Background: an optimization exercise with open tools, aiming at small area, a short achievable clock period and few clock cycles. Do not read the settings as production practice. The RTL was checked by simulation tests, not by an equivalence proof against the original design. Power is estimated from default activity; no workload was simulated.

==> flow/design.v <==
module JAM (
input CLK,
input RST,
output reg [2:0] W,
output reg [2:0] J,
input [6:0] Cost,
output [3:0] MatchCount,
output [9:0] MinCost,
output reg Valid );
localparam K_INIT  = 2'd0,
           K_U     = 2'd1,
           K_RELAX = 2'd2,
           K_TIGHT = 2'd3;
integer q;
function lt9(input [8:0] a, input [8:0] b);
	integer n, m;
	reg t;
	begin
		lt9 = 1'b0;
		for (n = 0; n < 9; n = n + 1) begin
			t = ~a[n] & b[n];
			for (m = n + 1; m < 9; m = m + 1) t = t & ~(a[m] ^ b[m]);
			lt9 = lt9 | t;
		end
	end
endfunction
function [8:0] add9(input [8:0] a, input [8:0] b);
	reg [8:0] g, p, gg, pp, g2, p2;
	integer n, d;
	begin
		g = a & b; p = a ^ b;
		gg = g; pp = p;
		for (d = 1; d < 9; d = d * 2) begin
			g2 = gg; p2 = pp;
			for (n = d; n < 9; n = n + 1) begin
				g2[n] = gg[n] | (pp[n] & gg[n - d]);
				p2[n] = pp[n] & pp[n - d];
			end
			gg = g2; pp = p2;
		end
		add9 = p ^ {gg[7:0], 1'b0};
	end
endfunction
reg s_init, s_wait, s_sel, s_relax, s_aug, s_tight, s_dfs;
reg [2:0] i;           
reg [2:0] r;           
reg [7:0] ac;          
reg       wt;          
reg       fin;         
reg       upd1;        
reg [7:0] dst  [0:7];  
reg [2:0] way  [0:7];  
reg [7:0] nv   [0:7];  
reg [2:0] mrow [0:7];  
reg [7:0] matched;
reg [7:0] vis;         
reg [7:0] dn;          
reg [2:0] js;          
reg [7:0] D;           
reg [8:0] DN;          
reg [8:0] K;           
reg [9:0] total;
reg [8:0] RM;          
reg [2:0] RJ;
reg [7:0] TM;          
reg       a_v, p1_v, p2_v;
reg [1:0] a_k, p1_k, p2_k;
reg [7:0] a_c, p1_c, p2_c;  
reg       a_f, p1_f, p2_f;  
reg       a_l, p1_l, p2_l;  
reg [7:0] NV1;         
reg [8:0] X;
reg [7:0] DD;
reg [2:0] k;
reg [7:0] skip;
reg [3:0] cnt;
assign MinCost = total;
assign MatchCount = cnt;
reg [2:0] acb;
always @(*) begin
	acb = 3'd0;
	for (q = 0; q < 8; q = q + 1) if (ac[q]) acb = acb | q[2:0];
end
wire [7:0] todo = ~vis & ~dn;
wire [7:0] nxo = todo & ~(todo - 8'd1);
reg [2:0] nx;
always @(*) begin
	nx = 3'd0;
	for (q = 0; q < 8; q = q + 1) if (nxo[q]) nx = nx | q[2:0];
end
wire nx_last = (todo & ~nxo) == 8'd0;
reg [7:0] rjo;
always @(*) begin
	for (q = 0; q < 8; q = q + 1) rjo[q] = (RJ == q);
	a_v = 1'b0; a_k = K_INIT; a_c = ac; a_f = ac[0]; a_l = ac[7];
	W = s_tight ? r : i; J = acb;
	if (s_init) a_v = 1'b1;
	if (s_sel) begin
		W = mrow[RJ]; J = RJ;
		a_v = matched[RJ]; a_k = K_U; a_c = rjo;
	end
	if (s_relax) begin
		W = r; J = nx;
		a_v = 1'b1; a_k = K_RELAX; a_c = nxo; a_f = (dn == 8'd0); a_l = nx_last;
	end
	if (s_tight) begin
		a_v = 1'b1; a_k = K_TIGHT;
	end
end
reg [7:0] nva;
always @(*) begin
	nva = 8'd0;
	for (q = 0; q < 8; q = q + 1) if (a_c[q]) nva = nva | nv[q];
end
reg [7:0] dd1;
always @(*) begin
	dd1 = 8'd0;
	for (q = 0; q < 8; q = q + 1) if (p1_c[q]) dd1 = dd1 | dst[q];
end
wire [7:0] nvs = nv[RJ];
wire upd = lt9(X, {1'b0, DD});
wire xlt = lt9(X, RM);
wire xeq = X == RM;
wire dlt = lt9({1'b0, DD}, RM);
wire rkeep = p2_k == K_RELAX && !upd;
wire [8:0] cand = rkeep ? {1'b0, DD} : X;
wire better = p2_f || (rkeep ? dlt : xlt);
wire wr2 = p2_v && (p2_k == K_INIT || (p2_k == K_RELAX && upd));
wire [7:0] trow = dst[k];
wire [7:0] cnd = trow & ~vis & ~skip;
wire [7:0] coh = cnd & ~(cnd - 8'd1);
reg [2:0] cj;
always @(*) begin
	cj = 3'd0;
	for (q = 0; q < 8; q = q + 1) if (coh[q]) cj = cj | q[2:0];
end
reg [7:0] la;
reg [7:0] fr;
always @(*) begin
	for (q = 0; q < 8; q = q + 1) la[q] = 1'b1;
	for (q = 1; q < 8; q = q + 1) begin
		fr = dst[q] & ~vis;
		if (q > k) la = la & {|(fr & 8'b01111111), |(fr & 8'b10111111), |(fr & 8'b11011111), |(fr & 8'b11101111),
		                      |(fr & 8'b11110111), |(fr & 8'b11111011), |(fr & 8'b11111101), |(fr & 8'b11111110)};
	end
end
wire la_ok = |(la & coh);
wire [2:0] km1 = k - 3'd1;
wire [2:0] rm1 = r - 3'd1;
wire [2:0] bsel = way[km1];
reg [7:0] bo, ble;
always @(*) begin
	for (q = 0; q < 8; q = q + 1) begin
		bo[q] = (bsel == q);
		ble[q] = (q <= bsel);
	end
end
wire [2:0] ar = way[js];
reg [2:0] aprev;
always @(*) begin
	aprev = 3'd0;
	for (q = 0; q < 8; q = q + 1) if (matched[q] && mrow[q] == ar) aprev = aprev | q[2:0];
end
always @(posedge CLK) begin
	p1_v <= a_v & ~RST; p1_k <= a_k; p1_c <= a_c; p1_f <= a_f; p1_l <= a_l;
	p2_v <= p1_v & ~RST; p2_k <= p1_k; p2_c <= p1_c; p2_f <= p1_f; p2_l <= p1_l;
	NV1 <= (s_init && i == 3'd0) ? 8'd0 : nva;
	X <= add9({2'b00, Cost}, {1'b0, NV1} + ((p1_k == K_RELAX) ? K : 9'd0));
	DD <= dd1;
	if (p1_v && p1_k == K_U) K <= DN - {2'b00, Cost};
	if (p2_v) begin
		if (p2_k == K_INIT || p2_k == K_RELAX) begin
			if (better) begin RM <= cand; RJ <= p2_c[1] | p2_c[3] | p2_c[5] | p2_c[7] ? {p2_c[4] | p2_c[5] | p2_c[6] | p2_c[7], p2_c[2] | p2_c[3] | p2_c[6] | p2_c[7], 1'b1}
			                                                                          : {p2_c[4] | p2_c[5] | p2_c[6] | p2_c[7], p2_c[2] | p2_c[3] | p2_c[6] | p2_c[7], 1'b0}; end
		end
		if (p2_k == K_TIGHT) begin
			if (p2_f || xlt) begin RM <= X; TM <= p2_c; end
			else if (xeq) TM <= TM | p2_c;
		end
	end
	for (q = 0; q < 8; q = q + 1)
		if (wr2 && p2_c[q]) begin
			dst[q] <= cand[7:0];
			way[q] <= (p2_k == K_INIT) ? i : r;
		end
	if (p2_v && p2_k == K_TIGHT && p2_l) dst[rm1] <= xlt ? p2_c : (xeq ? (TM | p2_c) : TM);
	if (RST) begin
		s_init <= 1'b1; s_wait <= 1'b0; s_sel <= 1'b0; s_relax <= 1'b0;
		s_aug <= 1'b0; s_tight <= 1'b0; s_dfs <= 1'b0;
		i <= 3'd0;
		ac <= 8'd1;
		matched <= 8'd0;
		fin <= 1'b0;
		total <= 10'd0;
		Valid <= 1'b0;
	end
	else begin
		if (s_init) begin
			if (i == 3'd0) for (q = 0; q < 8; q = q + 1) if (ac[q]) nv[q] <= 8'd0;
			vis <= 8'd0;
			ac <= {ac[6:0], ac[7]};
			if (ac[7]) begin s_init <= 1'b0; s_wait <= 1'b1; wt <= 1'b0; end
		end
		if (s_wait) begin
			wt <= 1'b1;
			if (wt) begin
				s_wait <= 1'b0;
				if (fin) begin
					k <= 3'd0;
					vis <= 8'd0;
					skip <= 8'd0;
					cnt <= 4'd0;
					s_dfs <= 1'b1;
				end
				else s_sel <= 1'b1;
			end
		end
		if (s_sel) begin
			js <= RJ;
			D <= RM[7:0];
			DN <= {1'b0, RM[7:0]} - {1'b0, nvs};
			dst[RJ] <= nvs - RM[7:0];
			r <= mrow[RJ];
			vis[RJ] <= 1'b1;
			dn <= 8'd0;
			s_sel <= 1'b0;
			if (matched[RJ]) s_relax <= 1'b1;
			else begin
				total <= total + {2'b00, RM[7:0]};
				upd1 <= 1'b1;
				s_aug <= 1'b1;
			end
		end
		if (s_relax) begin
			dn <= dn | nxo;
			if (nx_last) begin s_relax <= 1'b0; s_wait <= 1'b1; wt <= 1'b0; end
		end
		if (s_aug) begin
			upd1 <= 1'b0;
			if (upd1) for (q = 0; q < 8; q = q + 1) if (vis[q]) nv[q] <= dst[q] + D;
			mrow[js] <= ar;
			matched[js] <= 1'b1;
			if (ar == i) begin
				i <= i + 3'd1;
				ac <= 8'd1;
				r <= 3'd0;
				s_aug <= 1'b0;
				if (i == 3'd7) s_tight <= 1'b1; else s_init <= 1'b1;
			end
			else js <= aprev;
		end
		if (s_tight) begin
			ac <= {ac[6:0], ac[7]};
			if (ac[7]) begin
				r <= r + 3'd1;
				if (r == 3'd7) begin s_tight <= 1'b0; s_wait <= 1'b1; wt <= 1'b0; fin <= 1'b1; end
			end
		end
		if (s_dfs) begin
			if (cnd == 8'd0 || (la_ok && k == 3'd7)) begin
				if (cnd != 8'd0) cnt <= cnt + 4'd1;
				if (k == 3'd0) begin s_dfs <= 1'b0; Valid <= 1'b1; end
				else begin
					k <= km1;
					vis <= vis & ~bo;
					skip <= ble;
				end
			end
			else if (!la_ok) skip <= skip | coh;
			else begin
				way[k] <= cj;
				vis <= vis | coh;
				k <= k + 3'd1;
				skip <= 8'd0;
			end
		end
	end
end
endmodule
==> flow/run.sh <==
#!/bin/bash
# synth_recipe.tcl (not shown) runs the flow's synth.tcl, then flattens the netlist and writes it again
# the make line also repeats each setting of config.mk as NAME=value (left out here)
make -C /OpenROAD-flow-scripts/flow DESIGN_CONFIG=/design/flow/config.mk WORK_HOME=/design/flow/orfs CLKGATE_MAP_FILE= SYNTH_SCRIPT=/design/flow/synth_recipe.tcl finish
==> flow/config.mk <==
export PLATFORM = sky130hd
export DESIGN_NAME = JAM
export DESIGN_NICKNAME = JAM
export VERILOG_FILES = /design/flow/design.v
export SDC_FILE = /design/flow/constraint.sdc
export NUM_CORES = 4
export LEC_CHECK = 0
export CAP_MARGIN = 20
export CORE_MARGIN = 2
export CORE_UTILIZATION = 40
export SETUP_SLACK_MARGIN = 0.8
export SLEW_MARGIN = 20
==> flow/constraint.sdc <==
create_clock -name core_clock -period 4.0 [get_ports {CLK}]
set_input_delay 0.8000 -clock core_clock [delete_from_list [all_inputs] [get_ports {CLK}]]
set_output_delay 0.8000 -clock core_clock [all_outputs]
set_load 0.01 [all_outputs]
==> qor.txt, run 1 <==
Status = no timing/DRC/antenna violations
EDFF count, synth = 261
Clock Sinks = 359
Reg-to-reg critical path endpoint = dst[4][6]
Hold crit path type = flip-flop to flip-flop
Worst skew pair latency = 0.61 ns
WP data required = 4.32 ns
Initial antenna violation count = 3
Row cnt = 90
Most common cell on crit path = a21oi_2
Hold path start = p1_l
Worst vdd ir = 0.354 mV
Synth Area per Inst = 9.89 um2
First-pass iteration count of the detailed router = 8
Ys async rst share = 0%
Worst-margin pin slew = 1.24 ns
Clock root buffer = clkbuf_16
Syn. warnings = 2
Fin nets = 2,810
Initial Util = 40.3%
Bufs on Longest Clock Path = 3
Highest Clock Rate = 263 MHz
DRC viols = 0
Non-filler cells, final = 3,460
Largest net degree at the start of global routing = 68
Hold worst-path end = p2_l
Max-cap violations = 0
DRT antenna net count = 0
Total track usage = 28.8%
TritonCTS Buffers = 44
Worst reg-to-reg path cell count = 18
Slew Limit Fails = 0
GP Congestion = 1.01
Critical path endpoint category = flip-flop
Setup crit start kind = flip-flop
HPWL after DPL = 69.1 mm
Critical-path maximum fanout = 8
Synth Cell Area = 24,200 um2
CTS tree = built
Post-synthesis cell type count = 89
Seq cells post-synth = 359
Port Buffer Count = 29
Global route overflow = 0
Die height = 250 um
I/O pin cnt = 30
Commonest register cell after synthesis = edfxtp_1
Syn_nets = 2,614
Crit. Startpoint = RJ[1]
Wire length per cell = 26.8 um
RSZ-0062 raised after global routing = true
Final hold violation count = 0
Core box area = 60,000 um2
Via count = 21,465
Die area = 62,400 um2
H-tree Lvls = 2
Area growth, synth to finish = 23.4%
Tcrit/Tclk final = 95.1%
Routed WL = 92.6 mm
WP data arrival = 4.12 ns
Final setup vio count = 0
Worst path cell trace = clkinv_4, ha_4, ha_4, a222oi_1, o21a_1, a21oi_2, o21a_1, inv_1, ha_2, inv_2, fa_2, a21o_1, a21oi_2, o21bai_1, a21oi_2, xnor2_4, nor2_1, a21oi_1
Number of global-route vias before repair = 20,788
Fin crit period = 3.80 ns
Slowest stage delay, CP = 0.48 ns
Share of layout cells above drive strength 1 = 22.3%
First-pass GRT wire length = 135 mm
FF-to-FF setup slack = 0.20 ns
Reg clk slew, reported paths = 0.06 ns
Synthesized instance count = 2,445
Cells after DPL = 3,277
Most frequent cells after synthesis = edfxtp_1 (261), nor2_1 (171), nand2_1 (157), mux2i_1 (153), ha_1 (146)
Post-synthesis sequential area ratio = 40.5%
LEAKAGE = 11.7 nW
Slowest CP cell = edfxtp_1
Hold-critical path depth = 0
Top cell type's share of synthesized area = 32.4%
Power Density = 343 nW/um2
Die Wd = 250 um
Iter 0 DRT Violations = 2,536
Most common cell in the netlist = edfxtp_1
Via/cell ratio = 6.20
Area leader, netlist = edfxtp_1
WHS = 0.330 ns
Critical path class = flip-flop to flip-flop
Slew margin rel. = 17.0%
Synth top area cells = edfxtp_1 (32%), dfxtp_1 (8.1%), ha_1 (7.6%), mux2i_1 (6.3%), o21ai_0 (3.0%)
Crit Reg-Reg Startpoint = RJ[1]
Pwr Total = 10.2 mW
Setup Skew = 0.0288 ns
-- cell type report --
cell class / instances / area (um2)
fillers: 5418 / 30200
multi-input cells: 1832 / 14600
clock buffers: 66 / 1340
clock inverters: 16 / 223
repair buffers: 277 / 2360
well taps: 782 / 978
diodes: 1 / 2.50
flip-flops and latches: 359 / 9820
inverters: 127 / 503
-- worst max path at each step --
stage / end / slack (ns)
final: dst[4][6] / 0.20
after global routing: dst[0][6] / 0.03
after CTS: dst[0][6] / 0.26
after detailed placement: way[6][0] / -0.12
after global placement: way[4][0] / -0.07
after floorplan: way[5][0] / 0.27
-- critical path: cells and delay by family, from the launching register on --
family,cells,cell delay (ns)
AO/OA/AOI/OAI,9,1.62
adder cells (fa/ha/maj),4,0.88
flip-flops,1,0.48
buffers and inverters,3,0.21
XOR/XNOR,1,0.19
AND/OR/NAND/NOR,1,0.12
-- per-stage QoR --
step                area [um2]  worst slack (ns)  util (%)  setup TNS [ns]
floorplan                24600             0.272         -               0
global placement         26300           -0.0656      43.8           -1.05
detailed placement       26300            -0.124      43.8           -3.35
CTS                      29000             0.260      48.3               0
global route             29800            0.0298      49.7               0
finish                   29800             0.197      49.7               0
-- report_power, final --
group          switching, mW  total [mW]  internal (mW)  leakage (nW)
sequential             0.149        4.27           4.12          3.26
clock                   1.72        4.32           2.60         0.765
combinational          0.953        1.65          0.698          7.65
total                   2.83        10.2           7.41          11.7
-- flip-flops by register name, indices dropped and copies added (netlist names), 4 cells and up, named ones only --
register	count
skip	8
dn	8
vis	8
way	24
dst	64
nv	64
matched	8
mrow	24
total	10
D	8
NV1	8
RM	9
DN	9
DD	8
p1_c	8
cnt	4
X	9
K	9
p2_c	8
ac	8
TM	8
-- cells in the final DEF (no fill, tap or decap), types with 50 or more instances in the layout --
master    instances
edfxtp_1        261
buf_4           204
nor2_1          155
mux2i_1         148
nand2_1         139
ha_1            130
nand3_1         118
a21oi_1         117
inv_1           115
o21ai_0         110
dfxtp_1          91
a22oi_1          79
xnor2_1          69
a21o_1           53
xor2_1           50
-- cells by family (layout without fill, tap and decap cells) --
| logic type | after synthesis | after routing | share of synthesized area (%) |
|---|---|---|---|
| and+or+nand+nor | 709 | 711 | 14.8 |
| AOI/OAI and AO/OA | 641 | 641 | 17.7 |
| DFF | 359 | 359 | 40.5 |
| buffers and inverters | 256 | 486 | 4.20 |
| muxes | 193 | 193 | 9.41 |
| adders and majority gates | 162 | 162 | 8.80 |
| xor gates and xnor gates | 125 | 125 | 4.53 |
| other | 0 | 1 | 0 |
-- what timing repair did --
| action | 4_1_cts | 5_1_grt |
|---|---|---|
| pin swaps | 59 | 84 |
| setup endpoints to repair | 192 | 215 |
| endpoints found under the hold margin | 0 | 0 |
| buffers inserted | 56 | 39 |
| cloned | 5 | 0 |
| hold buffers | 0 | 0 |
| resized for setup | 198 | 136 |
-- layer usage --
metal | track usage (%) | up-vias | share of wire [%]
li1 | - | 9564 | -
met1 | 37.5 | 10504 | 40
met2 | 45.7 | 1106 | 45
met3 | 5.76 | 287 | 9.1
met4 | 13.9 | 4 | 5.9
met5 | 0 | - | 0.025
Testbench counts, summed over its fixed seeds: cycles 6,257.
==> inputs of run 2 (changes only) <==
--- a/flow/config.mk
+++ b/flow/config.mk
@@ -9,4 +9,3 @@
 export CORE_MARGIN = 2
 export CORE_UTILIZATION = 40
-export SETUP_SLACK_MARGIN = 0.8
 export SLEW_MARGIN = 20
==> qor.txt, run 2 <==
Status = no timing/DRC/antenna violations
Post-synthesis cell type count = 89 (unchanged)
Critical-path maximum fanout = 9 (+1)
WP data required = 4.27 ns (-0.05 ns)
DRT antenna net count = 0 (unchanged)
Layout Utilization = 46.7% (-3.0 points)
XOR/XNOR Fraction of Synth Area = 4.53% (unchanged)
Bufs on Longest Clock Path = 3 (unchanged)
Crit. Startpoint = vis[6]
Area growth, synth to finish = 15.8%
FF-to-FF setup slack = 0.10 ns (-0.09 ns)
Initial antenna violation count = 1 (-2)
Hold crit path type = flip-flop to flip-flop
EDFF count, synth = 261 (unchanged)
Most common cell in the netlist = edfxtp_1
Largest net degree at the start of global routing = 73 (+7.4%)
Slew margin rel. = 12.5% (-4.5 points)
Die Wd = 250 um (unchanged)
GP Congestion = 1.01 (+0.23%)
Synth top area cells = edfxtp_1 (32%), dfxtp_1 (8.1%), ha_1 (7.6%), mux2i_1 (6.3%), o21ai_0 (3.0%)
Met3 Wirelength = 7.95 mm (-6.0%)
Core box area = 60,000 um2 (unchanged)
Wl on met1 = 37.8 mm (+1.6%)
TritonCTS Buffers = 43 (-2.3%)
Slew Limit Fails = 0 (unchanged)
Worst skew pair latency = 0.58 ns (-0.03 ns)
Routed WL = 92.3 mm (-0.29%)
Commonest register cell after synthesis = edfxtp_1
Dpl cell area = 26,300 um2 (about the same)
Mux cell area share after synthesis = 9.41% (unchanged)
Setup crit start kind = flip-flop
Tcrit/Tclk final = 97.4% (+2.3 points)
Area leader, netlist = edfxtp_1
Clock root buffer = clkbuf_16
Crit Reg-Reg Startpoint = vis[6]
Main combinational cell family by area after synthesis = compound AO/OA/AOI/OAI gates
Max-cap violations = 0 (unchanged)
Reg-to-reg critical path endpoint = way[1][1]
Design Area, Final = 28,000 um2 (-6.1%)
Final hold violation count = 0 (unchanged)
Setup Skew = 0.0232 ns (-0.00559 ns)
WP data arrival = 4.17 ns (+0.05 ns)
Post-synthesis sequential area ratio = 40.5% (unchanged)
Most frequent cells after synthesis = edfxtp_1 (261), nor2_1 (171), nand2_1 (157), mux2i_1 (153), ha_1 (146)
Hold_buf cts = 0 (unchanged)
LEAKAGE = 11.1 nW (-5.1%)
Initial Util = 40.3% (unchanged)
Iter 0 DRT Violations = 2,212 (-13%)
Fill cells = 5,648 (+4.2%)
Total track usage = 28.8% (about the same)
Register Area = 9800 um2 (-0.15%)
Syn_nets = 2,614 (unchanged)
Setup_tns = 0 ns (unchanged)
Fin nets = 2,754 (-2.0%)
Adder-cell area share of the yosys netlist = 8.80% (unchanged)
DRC viols = 0 (unchanged)
Commonest non-fill, non-tap cell in the layout = edfxtp_1
Worst-margin pin slew = 1.31 ns (+0.0751 ns)
H-tree Lvls = 2 (unchanged)
I/O pin cnt = 30 (unchanged)
Cells after DPL = 3,304 (+0.82%)
Row cnt = 90 (unchanged)
Worst reg-to-reg path cell count = 13 (-5)
Seq cells post-synth = 359 (unchanged)
Synth Area per Inst = 9.89 um2 (unchanged)
HPWL after DPL = 72.0 mm (+4.2%)
Highest Clock Rate = 257 MHz (-2.4%)
Post-synthesis simple-gate area fraction = 14.8% (unchanged)
Global route overflow = 0 (unchanged)
Pwr Total = 9.69 mW (-5.3%)
Top flop regs = dst: 64 flops, nv: 64 flops
Most frequent cells in the layout = edfxtp_1 (261), buf_4 (191), nor2_1 (170)
Reg clk slew, reported paths = 0.06 ns (about the same)
Top Metal Used = met4
Top cell type's share of synthesized area = 32.4% (unchanged)
Compound-cell area share of the yosys netlist = 17.7% (unchanged)
Crit path capture = way[1][1]
Die area = 62,400 um2 (unchanged)
Via count = 21,090 (-1.7%)
Met2 wire length = 41.3 mm (-0.40%)
Final setup vio count = 0 (unchanged)
Critical path class = flip-flop to flip-flop
Via/cell ratio = 6.20 (about the same)
Fin crit period = 3.90 ns (+0.0940 ns)
Syn. warnings = 2 (unchanged)
Die height = 250 um (unchanged)
Multi-input gate area = 13,500 um2 (-7.5%)
First-pass GRT wire length = 134 mm (-1.1%)
Share of layout cells above drive strength 1 = 13.6% (-8.7 points)
Critical path endpoint category = flip-flop
Synthesized instance count = 2,445 (unchanged)
Number of global-route vias before repair = 20,136 (-3.1%)
CTS tree = built
Wire length per cell = 27.1 um (+1.4%)
Port Buffer Count = 29 (unchanged)
WHS = 0.330 ns (+0.000108 ns)
Worst vdd ir = 0.323 mV (-8.6%)
Non-filler cells, final = 3,402 (-1.7%)
Power Density = 346 nW/um2 (+0.84%)
Setup ws final = 0.103 ns (-0.0940 ns)
Synth Cell Area = 24,200 um2 (unchanged)
Ys async rst share = 0% (unchanged)
Clock Sinks = 359 (unchanged)
First-pass iteration count of the detailed router = 8 (unchanged)
Place WS = -0.101 ns (+0.0224 ns)
==> run 2: cell counts after synthesis <==
Identical to the previous run, type by type.
==> run 2: metal layers <==
layer	track usage (%)	up-vias
met1	38.1	10293
met3	4.79	256
met4	14.0	0
li1	-	9428
met2	45.7	1113
met5	0	-
==> run 2: repair_timing <==
item | in CTS | in global routing
pin swaps | 0 | 10
gates resized for setup | 5 | 28
setup endpoints to repair | 18 | 98
buffers inserted | 2 | 16
==> run 2: cells by family (layout without fill, tap and decap cells) <==
logic type | after synthesis | count (layout)
compound gates | 641 | 641
mux | 193 | 193
fa+ha+maj | 162 | 162
xor+xnor | 125 | 125
buf+inv | 256 | 430
simple gates | 709 | 709
flops | 359 | 359
other cells | 0 | 1
==> run 2: worst min path at each step <==
stage | start | endpoint | slack [ns] | cells past startpoint
after CTS | p1_f | p2_f | 0.33 | 0
after floorplan | p1_f | p2_f | 0.31 | 0
after global placement | p1_f | p2_f | 0.32 | 0
final | p1_f | p2_f | 0.33 | 0
after detailed placement | p1_f | p2_f | 0.32 | 0
after global routing | p1_f | p2_f | 0.34 | 0
==> run 2: worst max-delay path, stage by stage (launching register included) <==
cell and delay [ns]:
edfxtp_1 0.71, inv_1 0.16, a22oi_1 0.62, nand3_1 0.25, a21oi_1 0.27, nor3_1 0.07, a211o_1 0.38, nor4_4 0.21
buf_4 0.21, nor3b_4 0.05, buf_4 0.16, and4_1 0.21, buf_4 0.15, mux2i_1 0.12
==> run 2: area by class of cell <==
cell class / instances / area share [%]
Sequential cell: 359 / 35.0
Clock inverter: 18 / 0.621
Clock buffer: 61 / 4.52
Timing Repair Buffer: 224 / 6.38
Tap cell: 782 / 3.49
Inverter: 127 / 1.71
Multi-Input combinational cell: 1830 / 48.3
Antenna cell: 1 / 0.00894
==> run 2: power breakdown <==
part / internal (mW) / total, mW / switching [mW]
registers: 4.12 / 4.27 / 0.149
logic: 0.529 / 1.37 / 0.841
clock network: 2.40 / 4.05 / 1.66

## what the ideal ports hide
How much do the figures lean on ideal ports? The routed layouts below were timed once more, with nothing changed but the port constraints.
Step 1 sets driving cells, clkbuf_16 on the clock port and buf_2 on the other inputs (assumed; they add their load-dependent delay and slew).
Step 2, shift: input delay + t, output delay - t, t = (earliest + latest rising clock arrival at the registers) / 2. This alone moves slack from input paths to output paths.
a / b / c = ideal ports / drivers / drivers and shift; a / b = the first two.
run	t (ns)	setup WS [ns]	slew at the worst register clock pin (ns)	worst data-port slew with drivers (ns)	pins driven straight from the clock port
run 1	0.657	0.197 / 0.197 / 0.197	0.07 / 0.07	0.03	1
run 2	0.631	0.103 / 0.086 / 0.103	0.06 / 0.06	0.06	1
After both steps every run listed still meets setup and hold.
